This is an optimization exercise on Yosys and OpenROAD, whose aim is small area, not a production implementation. The RTL was checked by simulation tests, not by an equivalence proof against the original design. The clock port is modelled as an ideal driver; clocking choices that lean on that would not hold on a real chip. Power figures rest on the tool's default switching activity, not on a simulated workload.

Setup of xenon:
## hart
module hart #(
    parameter RESET_ADDR = 32'h00000000
) (
    input  wire        i_clk,
    input  wire        i_rst,
    output wire [31:0] o_imem_raddr,
    input  wire [31:0] i_imem_rdata,
    output wire [31:0] o_dmem_addr,
    output wire        o_dmem_ren,
    output wire        o_dmem_wen,
    output wire [31:0] o_dmem_wdata,
    output wire [ 3:0] o_dmem_mask,
    input  wire [31:0] i_dmem_rdata,
    output wire        o_retire_valid,
    output wire [31:0] o_retire_inst,
    output wire        o_retire_trap,
    output wire        o_retire_halt,
    output wire [ 4:0] o_retire_rs1_raddr,
    output wire [ 4:0] o_retire_rs2_raddr,
    output wire [31:0] o_retire_rs1_rdata,
    output wire [31:0] o_retire_rs2_rdata,
    output wire [ 4:0] o_retire_rd_waddr,
    output wire [31:0] o_retire_rd_wdata,
    output wire [31:0] o_retire_dmem_addr,
    output wire [ 3:0] o_retire_dmem_mask,
    output wire        o_retire_dmem_ren,
    output wire        o_retire_dmem_wen,
    output wire [31:0] o_retire_dmem_rdata,
  ...
==> flow/config.mk <==
export PLATFORM = sky130hd
export DESIGN_NAME = hart
export DESIGN_NICKNAME = hart
export VERILOG_FILES = /design/flow/design.v
export SDC_FILE = /design/flow/constraint.sdc
export NUM_CORES = 4
export LEC_CHECK = 0
export CAP_MARGIN = 20
export CORE_MARGIN = 2
export CORE_UTILIZATION = 50
export SLEW_MARGIN = 20
==> flow/constraint.sdc <==
create_clock -name core_clock -period 11.0 [get_ports {i_clk}]
set_input_delay 2.2000 -clock core_clock [delete_from_list [all_inputs] [get_ports {i_clk}]]
set_output_delay 2.2000 -clock core_clock [all_outputs]
set_load 0.01 [all_outputs]
standard.sh (not shown) runs the stock make flow with config.mk's settings and CLKGATE_MAP_FILE= SYNTH_SCRIPT=/design/flow/synth_recipe.tcl, a recipe that flattens the netlist after the stock synthesis.
==> flow/flow/run.sh <==
#!/bin/bash
# Layout flow: the standard ORFS flow (standard.sh, unchanged synthesis),
# with knobs the ORFS scripts read from the environment:
#  - port buffers use the smallest buffer cell (every port is still buffered);
#  - clock tree synthesis uses clkbuf_4 in small sink clusters (about 8
#    flip-flops per leaf buffer) and no dummy loads;
#  - the placement and routing repair steps do not use buf_4, so they insert
#    the smaller buf_2 where it suffices.
set -euo pipefail
export BUFFER_PORTS_ARGS="-buffer_cell sky130_fd_sc_hd__buf_1"
export CTS_ARGS="-sink_clustering_enable -repair_clock_nets -dont_use_dummy_load -buf_list sky130_fd_sc_hd__clkbuf_4 -sink_clustering_size 8 -sink_clustering_max_diameter 50"
HOOK="$PWD/flow/no_buf4.tcl"
export PRE_GLOBAL_PLACE_TCL="$HOOK" PRE_RESIZE_TCL="$HOOK" PRE_CTS_TCL="$HOOK" PRE_GLOBAL_ROUTE_TCL="$HOOK" PRE_DETAIL_ROUTE_TCL="$HOOK"
bash standard.sh > standard.log 2>&1
==> flow/flow/no_buf4.tcl <==
set_dont_use {sky130_fd_sc_hd__buf_4}
For willow, these inputs were changed with respect to xenon:
diff --git a/flow/flow/run.sh b/flow/flow/run.sh
--- a/flow/flow/run.sh
+++ b/flow/flow/run.sh
@@ -3 +3 @@
-# with knobs the ORFS scripts read from the environment:
+# with two knobs the ORFS scripts read from the environment:
@@ -6,3 +6 @@
-#    flip-flops per leaf buffer) and no dummy loads;
-#  - the placement and routing repair steps do not use buf_4, so they insert
-#    the smaller buf_2 where it suffices.
+#    flip-flops per leaf buffer) and no dummy loads.
@@ -12,2 +9,0 @@
-HOOK="$PWD/flow/no_buf4.tcl"
-export PRE_GLOBAL_PLACE_TCL="$HOOK" PRE_RESIZE_TCL="$HOOK" PRE_CTS_TCL="$HOOK" PRE_GLOBAL_ROUTE_TCL="$HOOK" PRE_DETAIL_ROUTE_TCL="$HOOK"
removed: flow/flow/no_buf4.tcl
==> comparison <==
Per the comparison of willow with xenon, detailed-route DRC error count stayed essentially flat, summed area of non-filler cells in the final layout about even, number of clock buffers in the layout dropped about 2.2%, routed length on met2 dropped about 0.9%, final period utilization lost 1.6 points.
willow reports a lower switching share of total power than xenon does.
For fraction of power consumed by the clock network, willow and xenon come out practically identical.
Compared with xenon, placed wire-length estimate after detailed placement in willow decreased by more than 10%.
[compare] base=xenon new=willow: clock power about even, combinational share of power lost 0.3 points, hold slack increased by 9.4 ps relative to the old numbers.

---

exp/tundra:
Another version of the RTL of hart (not shown whole).
Size in the first run: ~5500 cells after synthesis, ~1600 flip-flops, about 480 I/O pins.
==> flow/config.mk <==
export PLATFORM = sky130hd
export DESIGN_NAME = hart
export DESIGN_NICKNAME = hart
export VERILOG_FILES = /design/flow/design.v
export SDC_FILE = /design/flow/constraint.sdc
export NUM_CORES = 4
export LEC_CHECK = 0
export CAP_MARGIN = 20
export CORE_MARGIN = 2
export CORE_UTILIZATION = 50
export CTS_BUF_LIST = sky130_fd_sc_hd__clkbuf_16
export CTS_CLUSTER_DIAMETER = 60
export CTS_CLUSTER_SIZE = 25
export SLEW_MARGIN = 20
==> flow/constraint.sdc <==
create_clock -name core_clock -period 11.0 [get_ports {i_clk}]
set_input_delay 2.2000 -clock core_clock [delete_from_list [all_inputs] [get_ports {i_clk}]]
set_output_delay 2.2000 -clock core_clock [all_outputs]
set_load 0.01 [all_outputs]
run.sh (not shown) runs the stock make flow with config.mk's settings and CLKGATE_MAP_FILE= SYNTH_SCRIPT=/design/flow/synth_recipe.tcl, a recipe that flattens the netlist after the stock synthesis.
Stock flow here: none of the scripts above is used.
Setup changes, exp/tundra to exp/indigo
Settings: CTS_CLUSTER_SIZE no longer set, was 25; CTS_BUF_LIST no longer set, was sky130_fd_sc_hd__clkbuf_16; CTS_CLUSTER_DIAMETER no longer set, was 60.
==> flow/flow/run.sh (new file) <==
#!/bin/bash
# Layout flow: the standard ORFS flow (standard.sh, unchanged synthesis),
# with two knobs the ORFS scripts read from the environment:
#  - port buffers use the smallest buffer cell (every port is still buffered);
#  - clock tree synthesis uses clkbuf_4 in small sink clusters (about 8
#    flip-flops per leaf buffer) and no dummy loads.
set -euo pipefail
export BUFFER_PORTS_ARGS="-buffer_cell sky130_fd_sc_hd__buf_1"
export CTS_ARGS="-sink_clustering_enable -repair_clock_nets -dont_use_dummy_load -buf_list sky130_fd_sc_hd__clkbuf_4 -sink_clustering_size 8 -sink_clustering_max_diameter 50"
bash standard.sh > standard.log 2>&1
==> flow/standard.sh (new file) <==
#!/bin/bash
# synth_recipe.tcl (not shown) runs the flow's synth.tcl, then flattens the netlist and writes it again
# the make line also repeats each setting of config.mk as NAME=value (left out here)
make -C /OpenROAD-flow-scripts/flow DESIGN_CONFIG=/design/flow/config.mk WORK_HOME=/design/flow/orfs CLKGATE_MAP_FILE= SYNTH_SCRIPT=/design/flow/synth_recipe.tcl "${@:-finish}"
removed: flow/run.sh
==> comparison <==
~same post-synthesis xor/xnor area fraction in exp/indigo and exp/tundra
exp/indigo reports its cell with the largest stage delay on the worst path as sky130_fd_sc_hd__or3_2 while exp/tundra reports sky130_fd_sc_hd__dfxtp_1.
Delta (exp/indigo minus exp/tundra): number of global-route vias before repair higher; global-route usage has decreased; first-iteration DRC count went up by 2.7%; cell count went up by 0.52%.
On via density per instance, exp/indigo and exp/tundra are neck and neck.
Summary — wire length, exp/indigo relative to exp/tundra: lower, by about 0.6%.
Comparing exp/indigo and exp/tundra, the lower cell depth of the worst flop-to-flop path is on exp/indigo.
Diff exp/tundra -> exp/indigo | proportion of power drawn by flip-flops and latches | increase of 8.8 points
Taking exp/tundra as 1.0, exp/indigo lands at 0.852 on total power.
For exp/harbor, these inputs were changed with respect to exp/indigo:
==> flow/flow/run.sh <==
#!/bin/bash
# Layout flow: the standard ORFS flow (standard.sh, unchanged synthesis),
# with two knobs the ORFS scripts read from the environment:
#  - port buffers use the smallest buffer cell (every port is still buffered);
#  - clock tree synthesis uses clkbuf_16 with larger sink clusters and without
#    dummy loads.
set -euo pipefail
export BUFFER_PORTS_ARGS="-buffer_cell sky130_fd_sc_hd__buf_1"
export CTS_ARGS="-sink_clustering_enable -repair_clock_nets -dont_use_dummy_load -buf_list sky130_fd_sc_hd__clkbuf_16 -sink_clustering_size 25 -sink_clustering_max_diameter 60"
bash standard.sh > standard.log 2>&1
==> notes.md <==
exp/indigo -> exp/harbor: die area delta 0, exact match
Going from exp/indigo to exp/harbor, number of CTS-inserted buffers shrank by more than half.
sky130_fd_sc_hd__or3_2 as the cell with the largest stage delay on the worst path was reported by exp/indigo, and sky130_fd_sc_hd__a2111oi_0 by exp/harbor.
Wire length ended up 1.3 mm lower on exp/harbor than on exp/indigo.
exp/harbor has count of buffering cells on the critical path with inverters included above what exp/indigo had.
Of exp/indigo and exp/harbor, exp/harbor shows the lower global-route wire length before repair, with exp/indigo above it.

## separate check: timing with driven ports
The results above use ideal ports. As a check the final layouts listed here were re-extracted and re-timed, cells and wires unchanged.
Step 1 (the two cells are an assumption about what drives the block):
set clk [get_ports {i_clk}]
set_driving_cell -lib_cell sky130_fd_sc_hd__clkbuf_16 $clk
set_driving_cell -lib_cell sky130_fd_sc_hd__buf_2 [delete_from_list [all_inputs] $clk]
Step 2 adds t to the input delays and takes it off the output delays; t is the mean of the earliest and latest rising clock arrival at the registers after step 1. Input paths then give back, and output paths get back, about the clock's delay inside the block.
Slacks: no drivers / after step 1 / after step 2; pairs: no drivers / after step 1.
run	shift t [ns]	setup WS [ns]	worst setup path at the end
xenon	1.294	0.388 / 0.300 / 1.594	register to output
willow	1.300	0.564 / 0.473 / 1.772	register to output
exp/tundra	0.849	0.444 / 0.361 / 1.210	register to output
exp/indigo	1.273	0.305 / 0.228 / 1.501	register to output
exp/harbor	0.834	0.479 / 0.399 / 1.233	register to output
After both steps setup and hold are still met in every run listed.
